This design comes from an exercise in tuning for small area on the open sky130 flow, not from production work. The RTL was checked by simulation tests, not by an equivalence proof against the original design. Power and IR drop assume default switching activity.

## flow/design.v (module list and top-level ports; edited modules follow where they fit)
// module FPExpAdder: 21 lines
// module FPExpDec: 23 lines
// module FloatingPointMultiplier: 1432 lines
// module FullAdder: 4 lines
// module HalfAdder: 4 lines
// module Or2: 3 lines
// module Aoi21: 3 lines
// module Oai21: 3 lines
// module Nand2: 3 lines
// module Nor2: 3 lines
// module Inv: 3 lines
// module Xor2: 3 lines
// module Xnor2: 3 lines
module FloatingPointMultiplier(
	input wire [26 : 0] in_1,
	input wire [26 : 0] in_2,
	input wire clk_pll,
	output wire [26 : 0] out
    );
  // ...
==> flow/flow/run.sh <==
#!/bin/bash
# Layout flow: the standard synthesis and layout, with
# - the smallest buffer cell for the port buffers instead of the one
#   buffer_ports picks by default,
# - every combinational cell sized down before global placement
#   (flow/downsize.tcl), so that timing repair sizes up only what it needs.
set -euo pipefail
bash standard.sh synth > synth.log 2>&1
bash standard.sh 'BUFFER_PORTS_ARGS=-buffer_cell sky130_fd_sc_hd__buf_1' \
  "PRE_GLOBAL_PLACE_TCL=$PWD/flow/downsize.tcl" finish > layout.log 2>&1
==> flow/flow/downsize.tcl <==
# Before global placement: give every combinational cell the smallest-area
# variant of its own cell (same function and pins). Timing repair later sizes up only what needs it.
set db [ord::get_db]
set block [ord::get_db_block]
set swapped 0
foreach inst [$block getInsts] {
  set master [$inst getMaster]
  set name [$master getName]
  if {![regexp {^(sky130_fd_sc_hd__([a-z0-9]+))_([0-9]+)$} $name -> base kind size]} { continue }
  # leave sequential, clock, tap, fill and delay cells alone
  if {[regexp {^(df|dl|sdf|edf|sedf|clk|tap|fill|decap|conb|diode|lpflow|probe|dly|macro)} $kind]} { continue }
  set best $master
  foreach s {0 1 2 4 6 8 12 16} {
    set m [$db findMaster "${base}_$s"]
    if {$m == "NULL" || $m == ""} { continue }
    if {[$m getWidth] < [$best getWidth]} {
      set best $m
    }
  }
  if {$best != $master} {
    $inst swapMaster $best
    incr swapped
  }
}
puts "downsize.tcl: swapped $swapped instances to smaller cells"
==> flow/standard.sh <==
#!/bin/bash
# synth_recipe.tcl (not shown) runs the flow's synth.tcl, then flattens the netlist and writes it again
# the make line also repeats each setting of config.mk as NAME=value (left out here)
make -C /OpenROAD-flow-scripts/flow DESIGN_CONFIG=/design/flow/config.mk WORK_HOME=/design/flow/orfs CLKGATE_MAP_FILE= SYNTH_SCRIPT=/design/flow/synth_recipe.tcl "${@:-finish}"
==> flow/config.mk <==
export PLATFORM = sky130hd
export DESIGN_NAME = FloatingPointMultiplier
export DESIGN_NICKNAME = FloatingPointMultiplier
export VERILOG_FILES = /design/flow/design.v
export SDC_FILE = /design/flow/constraint.sdc
export NUM_CORES = 4
export LEC_CHECK = 0
export CAP_MARGIN = 20
export CORE_MARGIN = 2
export CORE_UTILIZATION = 40
export CTS_BUF_LIST = sky130_fd_sc_hd__clkbuf_4 sky130_fd_sc_hd__clkbuf_8
export SLEW_MARGIN = 20
export SYNTH_HIERARCHICAL = 1
==> flow/constraint.sdc <==
create_clock -name core_clock -period 6.8 [get_ports {clk_pll}]
set_input_delay 1.3600 -clock core_clock [delete_from_list [all_inputs] [get_ports {clk_pll}]]
set_output_delay 1.3600 -clock core_clock [all_outputs]
set_load 0.01 [all_outputs]
==> notes.md, run 1 <==
==================================================================================
Pre-CTS setup slack .................................................    0.0825 ns
Main synth FF type ..................................................      dfxtp_1
Post-synthesis instance total .......................................          989
Flip-flop count of the largest register, all copies and words added .           18
Logic power comb ....................................................      4.98 mW
Crit share post-route ...............................................        94.6%
Element type at the critical path end ...............................    flip-flop
Initial Utilization .................................................        40.7%
Post-synth ARST share ...............................................           0%
Layer with the highest usage after global routing ...................         met2
Run status ..........................................................  timing/DRC/antenna clean
Share of the synthesized area in the top cell type ..................        58.6%
Switching power of the nets .........................................      2.86 mW
Final setup violation count .........................................            0
Horiz. Die Dim ......................................................       156 um
Number of cells upsized or downsized after cts ......................            0
Class of the most critical setup path ............................... input port to flip-flop
Most numerous cell in the Yosys netlist .............................       nor2_1
Via count ...........................................................         6733
Worst hold stages ...................................................            2
Clock tree from TritonCTS ...........................................          yes
Final routed DRC violation total ....................................            0
Final cell utilization of the core ..................................        44.6%
Met1 layer usage reported by global route ...........................        27.3%
Crit path DAT .......................................................      6.61 ns
Number of buffers created by CTS ....................................            3
DR iter-0 viols .....................................................          451
==================================================================================
==> run 2: changes to the inputs <==
==> flow/flow/run.sh (replaced) <==
#!/bin/bash
# Layout flow: the standard synthesis and layout, with
# - the smallest buffer cell for the port buffers instead of the one
#   buffer_ports picks by default,
# - every combinational cell sized down before global placement
#   (flow/downsize.tcl), so that timing repair sizes up only what it needs,
# - timing-driven global placement that does not keep the buffers its
#   virtual repair inserts (GPL_KEEP_OVERFLOW=0); timing is repaired later.
set -euo pipefail
bash standard.sh synth > synth.log 2>&1
bash standard.sh 'BUFFER_PORTS_ARGS=-buffer_cell sky130_fd_sc_hd__buf_1' \
  "PRE_GLOBAL_PLACE_TCL=$PWD/flow/downsize.tcl" GPL_KEEP_OVERFLOW=0 finish > layout.log 2>&1
==> run 2 against run 1 <==
  * Final cell count fell by 5.3%
  * Largest cell class unchanged
  * Combinational power fell by 2%
  * Utilization fell by 2.2 points
  * Non-clock buffer count fell by 72
  * Critical endpoint unchanged
  * Routed wire length fell by 2.3%
  * Area after synthesis did not move
==> notes.md, run 2 <==
======================================================================================
Run status ..............................................................  timing/DRC/antenna clean   unchanged
Switching share of power ................................................        54.0%   was 52.1%
Register name with the most flops .......................................   pipe_nprod   unchanged
Share of cells above drive strength 1 ...................................        1.40%   was 7.10%
Worst min-delay path endpoint ...........................................    pipe_sign   unchanged
Total power .............................................................      5.42 mW   was 5.48 mW
Power density over the cells ............................................  567 mW/mm^2   was 545 mW/mm^2
Leading cell types by total area after synthesis ........................ fa_1, nor2_1, dfxtp_1, inv_1, xor2_1   unchanged
Final setup violation count .............................................            0   unchanged
CTS clock-pin slew for the worst setup and hold paths ...................      0.10 ns   about the same
Number of hold-slack violations in the final timing report ..............            0   unchanged
Number of flip-flops and latches in the synthesized netlist .............           28   unchanged
Most common cell after layout, fill and taps aside ......................       nor2_1   unchanged
Inserted Diodes .........................................................            0   unchanged
Maximum clock path buffer count .........................................            2   unchanged
Final Worst Setup Slack .................................................     0.427 ns   was 0.368 ns
Dpl hpwl ................................................................     19800 um   was 21200 um
Warning count from the yosys run ........................................            7   unchanged
Clock share of power ....................................................         2.4%   about the same
Total number of clock tree sinks ........................................           28   unchanged
Cell count after placement ..............................................         1280   was 1352
Number of buffers created by CTS ........................................            3   unchanged
Leading registers by flop count ......................................... pipe_nprod x18, pipe_nexp x8   unchanged
Transition time at the pin with the least slew margin ...................     0.986 ns   was 0.547 ns
Number of nets in the final layout ......................................         1335   was 1407
Number of antenna violations at the first check in global routing .......            0   unchanged
Clock tree from TritonCTS ...............................................          yes   unchanged
Met2 Wirelength .........................................................     12200 um   was 12100 um
Routed wire length on met3 ..............................................      1480 um   was 1660 um
Via count ...............................................................         6630   was 6733
Dpl cell area ........................................................... 0.00945 sq mm   was 0.00999 sq mm
Number of slew-limit violations in the final report .....................            0   unchanged
Standard cell core area ................................................. 0.0226 sq mm   unchanged
Post-synth ARST share ...................................................           0%   unchanged
Number of rows in the core area .........................................           55   unchanged
Crit share post-route ...................................................        93.7%   was 94.6%
Die area ................................................................ 0.0242 sq mm   unchanged
Worst min-delay path startpoint .........................................     in_2[26]   was in_1[26]
Sum of negative setup slack .............................................         0 ns   unchanged
Share of the synthesized area in the top cell type ......................        58.6%   unchanged
Number of distinct standard cells referenced by the synthesized netlist .           25   unchanged
Initial Utilization .....................................................        40.7%   unchanged
Worst hold stages .......................................................            2   unchanged
Pre-CTS setup slack .....................................................    -0.582 ns   was 0.0825 ns
Highest ir drop seen on vdd .............................................       489 uV   was 642 uV
Hold/Removal Path Class ................................................. input port to flip-flop   unchanged
Part of the total power dissipated in combinational logic ...............        90.3%   was 90.8%
Highest metal layer with signal wires ...................................         met4   unchanged
Total routing resource utilization after global routing .................        20.2%   was 21.0%
Most numerous cell in the Yosys netlist .................................       nor2_1   unchanged
Mean area per synthesized cell ..........................................   9.29 sq um   unchanged
Remaining global-route overflow .........................................            0   unchanged
Clk Tree Root Cell ......................................................     clkbuf_8   unchanged
Area growth from synthesis to layout ....................................        4.04%   was 9.56%
Pin count of the biggest net entering global routing ....................           19   unchanged
Die Ht ..................................................................       156 um   unchanged
Top cell type by total area after synthesis .............................         fa_1   unchanged
Class of the most critical setup path ................................... input port to flip-flop   unchanged
Routed wire length per instance .........................................      18.1 um   was 17.5 um
Fraction of the yosys area taken by sequential cells ....................        6.10%   unchanged
Switching power of the nets .............................................      2.92 mW   was 2.86 mW
Total leakage power .....................................................      4.49 nW   was 4.84 nW
Element type at the critical path end ...................................    flip-flop   unchanged
Post-route cell area .................................................... 0.00956 sq mm   was 0.0101 sq mm
Final routed DRC violation total ........................................            0   unchanged
RSZ-0062 raised after global routing ....................................        false   unchanged
Fmax ....................................................................      157 MHz   was 155 MHz
Max-cap check violation count ...........................................            0   unchanged
Routed length on met1 ...................................................      9080 um   was 9530 um
Global placement routability congestion .................................        0.878   was 0.939
Initial DRT Pass Iterations .............................................            5   was 6
Internal power contribution .............................................      2.49 mW   was 2.63 mW
List of most frequent post-synthesis cells .............................. nor2_1, fa_1, inv_1, clkbuf_1, nand2_1   unchanged
Main synth FF type ......................................................      dfxtp_1   unchanged
Shortest clock period the worst path allows after layout ................      6.37 ns   was 6.43 ns
Horiz. Die Dim ..........................................................       156 um   unchanged
CTS H-Tree Depth ........................................................            1   unchanged
Worst Hold Slack ........................................................      1.26 ns   about the same
Via count of the first global-routing pass ..............................         7236   was 7523
Count of nets left with antenna violations after detail routing .........            0   unchanged
Most used cells in the layout excluding fill and tap cells .............. nor2_1, fa_1, inv_1   unchanged
Slew headroom ...........................................................        34.2%   was 63.6%
Post-Synthesis Net Count ................................................         1324   unchanged
Register share of total power ...........................................         7.3%   was 6.8%
CP startpoint ...........................................................      in_1[4]   was in_2[9]
Mapped cell area ........................................................ 0.00919 sq mm   unchanged
Cell Count, Final, Fillers Out ..........................................         1284   was 1356
Max Fanout on Critical Path .............................................            9   was 6
DRT Wirelength ..........................................................     23200 um   was 23800 um
I/O Buffers .............................................................           78   unchanged
Final cell utilization of the core ......................................        42.4%   was 44.6%
EDFF count, synth .......................................................            0   unchanged
DR iter-0 viols .........................................................          531   was 451
Flip-flop count of the largest register, all copies and words added .....           18   unchanged
Worst path required time ................................................      6.98 ns   about the same
Post-synthesis instance total ...........................................          989   unchanged
Number of primary I/O pins ..............................................           82   unchanged
Kind of start point of the critical path ................................   input port   unchanged
Detailed-route vias per instance ........................................         5.16   was 4.97
Wire length of the first global-routing pass ............................     38000 um   was 39300 um
Crit path DAT ...........................................................      6.55 ns   was 6.61 ns
======================================================================================
[run 2: cell counts after synthesis]
Identical to the previous run, type by type.
[run 2: per-layer routing]
metal,up-vias,GRT usage (%)
met4,0,3.93
li1,2906,-
met5,-,0
met2,263,35.8
met1,3429,26.5
met3,32,3.19
[run 2: kinds of logic after synthesis]
family / count (synthesis) / synth area share, %
XOR/XNOR: 47 / 4.48
buffers and inverters: 175 / 7.49
AO/OA/AOI/OAI: 52 / 3.61
flip-flops: 28 / 6.10
multiplexers: 17 / 1.85
AND/OR/NAND/NOR: 388 / 16.3
adder cells (fa/ha/maj): 280 / 60.1
other: 2 / 0.0817
[run 2: cell type report]
class                      instances  area [sq um]
fill                            2260         13000
multi-input combinational        786          7890
sequential                        28           561
inverter                         103           387
tap                              285           357
timing repair buffer              78           293
clock buffer                       3          41.3
clock inverter                     1          30.0
[run 2: worst max path at each step]
stage	endpoint	slack, ns	cells after the start
4_1_cts	pipe_norm	0.02	23
6_report	pipe_norm	0.43	21
3_5_place_dp	pipe_norm	-0.58	23
3_3_place_gp	pipe_norm	-0.52	23
2_1_floorplan	pipe_norm	0.29	21
5_1_grt	pipe_norm	0.007	23
[run 2: worst max-delay path: stages]
cell	delay [ns]
buf_1	0.25
inv_1	0.25
nor2_1	0.21
fa_1	0.46
fa_1	0.51
fa_1	0.42
fa_1	0.53
fa_1	0.42
ha_1	0.31
nor2_1	0.15
nor2_1	0.07
a21oi_1	0.14
o21ai_1	0.11
a21oi_2	0.22
o21ai_2	0.13
a21oi_4	0.26
o21ai_4	0.15
a21oi_2	0.25
o21ai_1	0.12
xnor2_1	0.17
inv_1	0.05
[run 2: power groups by stage]
stage	Sequential, mW	Clock [mW]	Combinational, mW
2_1_floorplan	0.363	0	4.09
4_1_cts	0.396	0.139	4.84
6_report	0.394	0.131	4.89
3_3_place_gp	0.399	0	4.67
3_5_place_dp	0.400	0	4.77
5_1_grt	0.408	0.147	5.65
[run 2: modules after synthesis, one instance, submodules excluded, excerpt]
module / flops+latches / copies in the design / cell area [sq um] / cells
FPExpDec: 0 / 1 / 63.8 / 9
HalfAdder: 0 / 11 / 12.5 / 1
Xor2: 0 / 37 / 8.76 / 1
Xnor2: 0 / 9 / 8.76 / 1
Aoi21: 0 / 19 / 8.76 / 1
Oai21: 0 / 25 / 5.00 / 1
Inv: 0 / 101 / 3.75 / 1
Nor2: 0 / 41 / 3.75 / 1
[run 2: timing repair]
item,CTS,global route
buffers inserted,0,0
endpoints found under the hold margin,0,0
resized for setup,2,10
pin swaps,0,0
endpoints found under the setup margin,4,11
hold buffers,0,0
==> run 3: changes to the inputs <==
==> flow/flow/run.sh (replaced) <==
#!/bin/bash
# Layout flow: the standard synthesis and layout, with
# - the smallest buffer cell for the port buffers instead of the one
#   buffer_ports picks by default,
# - timing-driven global placement that does not keep the buffers its
#   virtual repair inserts (GPL_KEEP_OVERFLOW=0); timing is repaired later.
set -euo pipefail
bash standard.sh synth > synth.log 2>&1
bash standard.sh 'BUFFER_PORTS_ARGS=-buffer_cell sky130_fd_sc_hd__buf_1' \
  GPL_KEEP_OVERFLOW=0 finish > layout.log 2>&1
--- a/flow/config.mk
+++ b/flow/config.mk
@@ -9,5 +9,4 @@
 export CORE_MARGIN = 2
 export CORE_UTILIZATION = 40
-export CTS_BUF_LIST = sky130_fd_sc_hd__clkbuf_4 sky130_fd_sc_hd__clkbuf_8
 export SLEW_MARGIN = 20
 export SYNTH_HIERARCHICAL = 1
removed: flow/flow/downsize.tcl
==> run 3 against run 2 <==
  * Largest cell class unchanged
  * Clock power rose by 35%
  * Hold slack better by 0.019 ns
  * Largest power group unchanged
  * Critical path depth did not move
  * Sequential cell count did not move
  * Sequential share of layout area fell by 0.077 points
  * Non-clock buffer count is 3 higher
  * Setup slack improved by 0.0098 ns
==> notes.md, run 3 <==
======================================================================================
Run status ..............................................................  timing/DRC/antenna clean   unchanged
Number of flip-flops and latches in the synthesized netlist .............           28   unchanged
Most common cell after layout, fill and taps aside ......................       nor2_1   unchanged
Worst hold stages .......................................................            2   unchanged
Post-synth ARST share ...................................................           0%   unchanged
Die Ht ..................................................................       156 um   unchanged
Switching power of the nets .............................................      3.11 mW   was 2.92 mW
Most common cell on crit path ...........................................         fa_1   unchanged
Worst min-delay path endpoint ...........................................    pipe_sign   unchanged
Cell count after placement ..............................................         1280   unchanged
Fmax ....................................................................      157 MHz   about the same
Crit path DAT ...........................................................      6.53 ns   was 6.55 ns
Total routing resource utilization after global routing .................        20.6%   was 20.2%
CP peak stage delay .....................................................      0.59 ns   was 0.53 ns
Max-cap check violation count ...........................................            0   unchanged
DRT Wirelength ..........................................................     23500 um   was 23200 um
Warning count from the yosys run ........................................            7   unchanged
Number of antenna violations at the first check in global routing .......            0   unchanged
Clock share of power ....................................................         3.0%   was 2.4%
Main synth FF type ......................................................      dfxtp_1   unchanged
Remaining global-route overflow .........................................            0   unchanged
Leading cell types by total area after synthesis ........................ fa_1, nor2_1, dfxtp_1, inv_1, xor2_1   unchanged
Power density over the cells ............................................  605 mW/mm^2   was 567 mW/mm^2
Final setup violation count .............................................            0   unchanged
Leading registers by flop count ......................................... pipe_nprod x18, pipe_nexp x8   unchanged
Count of nets left with antenna violations after detail routing .........            0   unchanged
Pin count of the biggest net entering global routing ....................           19   unchanged
Critical path, cell by cell ............................................. buf_1 > inv_1 > nor2_1 > fa_1 > fa_1 > fa_1 > fa_1 > fa_1 > ha_1 > nor2_1 > nor2_1 > a21oi_2 > o21ai_1 > a21oi_2 > o21ai_2 > a21oi_4 > o21ai_4 > a21oi_2 > o21ai_1 > xnor2_1 > inv_1   was buf_1 > inv_1 > nor2_1 > fa_1 > fa_1 > fa_1 > fa_1 > fa_1 > ha_1 > nor2_1 > nor2_1 > a21oi_1 > o21ai_1 > a21oi_2 > o21ai_2 > a21oi_4 > o21ai_4 > a21oi_2 > o21ai_1 > xnor2_1 > inv_1
Clock tree from TritonCTS ...............................................          yes   unchanged
Worst path required time ................................................      6.96 ns   was 6.98 ns
Most numerous cell in the Yosys netlist .................................       nor2_1   unchanged
Family of cells with the greatest summed delay on the critical path .....  adder cells   unchanged
Hold/Removal Path Class ................................................. input port to flip-flop   unchanged
Switching share of power ................................................        53.1%   was 54.0%
Share of cells above drive strength 1 ...................................        2.99%   was 1.40%
Share of the synthesized area in the top cell type ......................        58.6%   unchanged
Top cell type by total area after synthesis .............................         fa_1   unchanged
Worst min-delay path startpoint .........................................     in_1[26]   was in_2[26]
Global placement routability congestion .................................        0.876   was 0.878
Wire length of the first global-routing pass ............................     38800 um   was 38000 um
Part of the total power dissipated in combinational logic ...............        90.2%   was 90.3%
CTS clock-pin slew for the worst setup and hold paths ...................      0.07 ns   was 0.10 ns
Class of the most critical setup path ................................... input port to flip-flop   unchanged
Count of buffer and inverter cells on the critical path .................            3   unchanged
Register name with the most flops .......................................   pipe_nprod   unchanged
RSZ-0062 raised after global routing ....................................        false   unchanged
Maximum clock path buffer count .........................................            2   unchanged
Clk Tree Root Cell ......................................................    clkbuf_16   was clkbuf_8
List of most frequent post-synthesis cells .............................. nor2_1, fa_1, inv_1, clkbuf_1, nand2_1   unchanged
Routed wire length per instance .........................................      18.2 um   was 18.1 um
Die area ................................................................ 0.0242 sq mm   unchanged
Transition time at the pin with the least slew margin ...................     0.986 ns   about the same
Number of slew-limit violations in the final report .....................            0   unchanged
Dpl hpwl ................................................................     19900 um   was 19800 um
Detailed-route vias per instance ........................................         5.23   was 5.16
Worst Hold Slack ........................................................      1.28 ns   was 1.26 ns
Kind of start point of the critical path ................................   input port   unchanged
Slew headroom ...........................................................        34.2%   about the same
Initial Utilization .....................................................        40.7%   unchanged
Total leakage power .....................................................      4.54 nW   was 4.49 nW
Shortest clock period the worst path allows after layout ................      6.36 ns   was 6.37 ns
EDFF count, synth .......................................................            0   unchanged
Highest-delay cell along the critical path ..............................         fa_1   unchanged
Internal power contribution .............................................      2.75 mW   was 2.49 mW
Most used cells in the layout excluding fill and tap cells .............. nor2_1, fa_1, inv_1   unchanged
Cell Count, Final, Fillers Out ..........................................         1287   was 1284
Number of rows in the core area .........................................           55   unchanged
CTS Hold Buffers Added ..................................................            0   unchanged
Number of primary I/O pins ..............................................           82   unchanged
Standard cell core area ................................................. 0.0226 sq mm   unchanged
Element type at the critical path end ...................................    flip-flop   unchanged
Final cell utilization of the core ......................................        42.9%   was 42.4%
Mapped cell area ........................................................ 0.00919 sq mm   unchanged
Number of buffers created by CTS ........................................            3   unchanged
Highest ir drop seen on vdd .............................................       643 uV   was 489 uV
Number of nets in the final layout ......................................         1338   was 1335
I/O Buffers .............................................................           78   unchanged
Register share of total power ...........................................         6.8%   was 7.3%
CTS H-Tree Depth ........................................................            1   unchanged
Horiz. Die Dim ..........................................................       156 um   unchanged
Final routed DRC violation total ........................................            0   unchanged
Area growth from synthesis to layout ....................................        5.42%   was 4.04%
Fraction of the yosys area taken by sequential cells ....................        6.10%   unchanged
Inserted Diodes .........................................................            0   unchanged
Post-Synthesis Net Count ................................................         1324   unchanged
Post-synthesis instance total ...........................................          989   unchanged
Flip-flop count of the largest register, all copies and words added .....           18   unchanged
Via count of the first global-routing pass ..............................         7438   was 7236
Initial DRT Pass Iterations .............................................            5   unchanged
Number of hold-slack violations in the final timing report ..............            0   unchanged
Number of distinct standard cells referenced by the synthesized netlist .           25   unchanged
Via count ...............................................................         6729   was 6630
DR iter-0 viols .........................................................          494   was 531
Crit share post-route ...................................................        93.6%   was 93.7%
Total number of clock tree sinks ........................................           28   unchanged
Mean area per synthesized cell ..........................................   9.29 sq um   unchanged
Max Fanout on Critical Path .............................................            8   was 9
======================================================================================
-- run 3: cell counts after synthesis --
No cell type changed its count.
-- run 3: cells by family after synthesis --
logic type / share of synthesized area [%]
xor gates and xnor gates: 4.48
buffers and inverters: 7.49
and+or+nand+nor: 16.3
other: 0.0817
adders and majority gates: 60.1
DFF: 6.10
muxes: 1.85
AOI/OAI and AO/OA: 3.61
-- run 3: metrics by stage --
stage,setup TNS [ns],cell area [sq um],setup slack [ns],total power [mW]
after detailed placement,-4.69,9540,-0.617,5.45
final,0,9690,0.437,5.86
after CTS,0,9650,0.132,5.74
after floorplan,0,9190,0.291,4.45
after global placement,-3.86,9540,-0.524,5.35
after global routing,0,9690,0.0624,6.63
-- run 3: per-layer routing --
metal	GRT usage, %	vias up	part of all wire [%]
li1	-	2913	-
met1	27.8	3449	40
met2	35.0	308	50
met3	2.58	59	6.5
met4	6.51	0	3.5
met5	0	-	0
-- run 3: worst max-delay path by stage --
stage / startpoint / to / slack (ns) / cells after the start
final: in_2[3] / pipe_norm / 0.44 / 21
after global routing: in_1[6] / pipe_norm / 0.06 / 21
after CTS: in_1[10] / pipe_norm / 0.13 / 21
after detailed placement: in_1[10] / pipe_norm / -0.62 / 21
after global placement: in_1[10] / pipe_norm / -0.52 / 21
after floorplan: in_2[14] / pipe_norm / 0.29 / 21
-- run 3: power groups by stage --
stage          clock network (mW)  registers [mW]  logic (mW)
2_1_floorplan                   0           0.363        4.09
3_3_place_gp                    0           0.400        4.95
3_5_place_dp                    0           0.401        5.05
4_1_cts                     0.181           0.397        5.16
5_1_grt                     0.188           0.408        6.03
6_report                    0.177           0.397        5.28
-- run 3: per-module statistics from Yosys (local to each module, per instance) --
module,cells inside,cell area (sq um),flops+latches,times used
FPExpAdder,10,56.3,0,1
Inv,1,3.75,0,101
Xor2,1,8.76,0,37
Xnor2,1,8.76,0,9
Nand2,1,3.75,0,50
Oai21,1,5.00,0,25
FloatingPointMultiplier,408,2130,28,1
Aoi21,1,8.76,0,19
HalfAdder,1,12.5,0,11
FullAdder,1,20.0,0,269
FPExpDec,9,63.8,0,1
Nor2,1,3.75,0,41
-- run 3: timing repair --
item	4_1_cts	5_1_grt
cloned	0	0
resized for setup	2	2
buffers inserted	0	3
endpoints found under the setup margin	11	5
pin swaps	0	1
-- run 3: area by class of cell --
class | count | area [sq um]
sequential | 28 | 561
clock inverter | 1 | 30.0
tap | 285 | 357
inverter | 103 | 387
clock buffer | 3 | 75.1
fill | 2273 | 12900
timing repair buffer | 81 | 315
multi-input combinational | 786 | 7960

## port drivers added, routing unchanged
No port has a modelled driver above. Below, the same layouts with a new extraction and two added sets of constraints. Step 1 (the two cells are an assumption about what drives the block):
set clk [get_ports {clk_pll}]
set_driving_cell -lib_cell sky130_fd_sc_hd__clkbuf_16 $clk
set_driving_cell -lib_cell sky130_fd_sc_hd__buf_2 [delete_from_list [all_inputs] $clk]
Step 2 adds t to the input delays and takes it off the output delays; t is the mean of the earliest and latest rising clock arrival at the registers after step 1. Input paths then give back, and output paths get back, about the clock's delay inside the block. Slacks: ideal / step 1 / step 2; pairs: ideal / step 1.
run | shift t [ns] | setup WS [ns] | worst setup path after step 2 | clock arrival spread, ns
run 1 | 0.308 | 0.368 / 0.377 / 0.069 | input to register | 0.004 / 0.004
run 2 | 0.305 | 0.427 / 0.434 / 0.128 | input to register | 0.005 / 0.005
run 3 | 0.299 | 0.437 / 0.446 / 0.146 | input to register | 0.001 / 0.001
After both steps setup and hold are still met in every run listed.
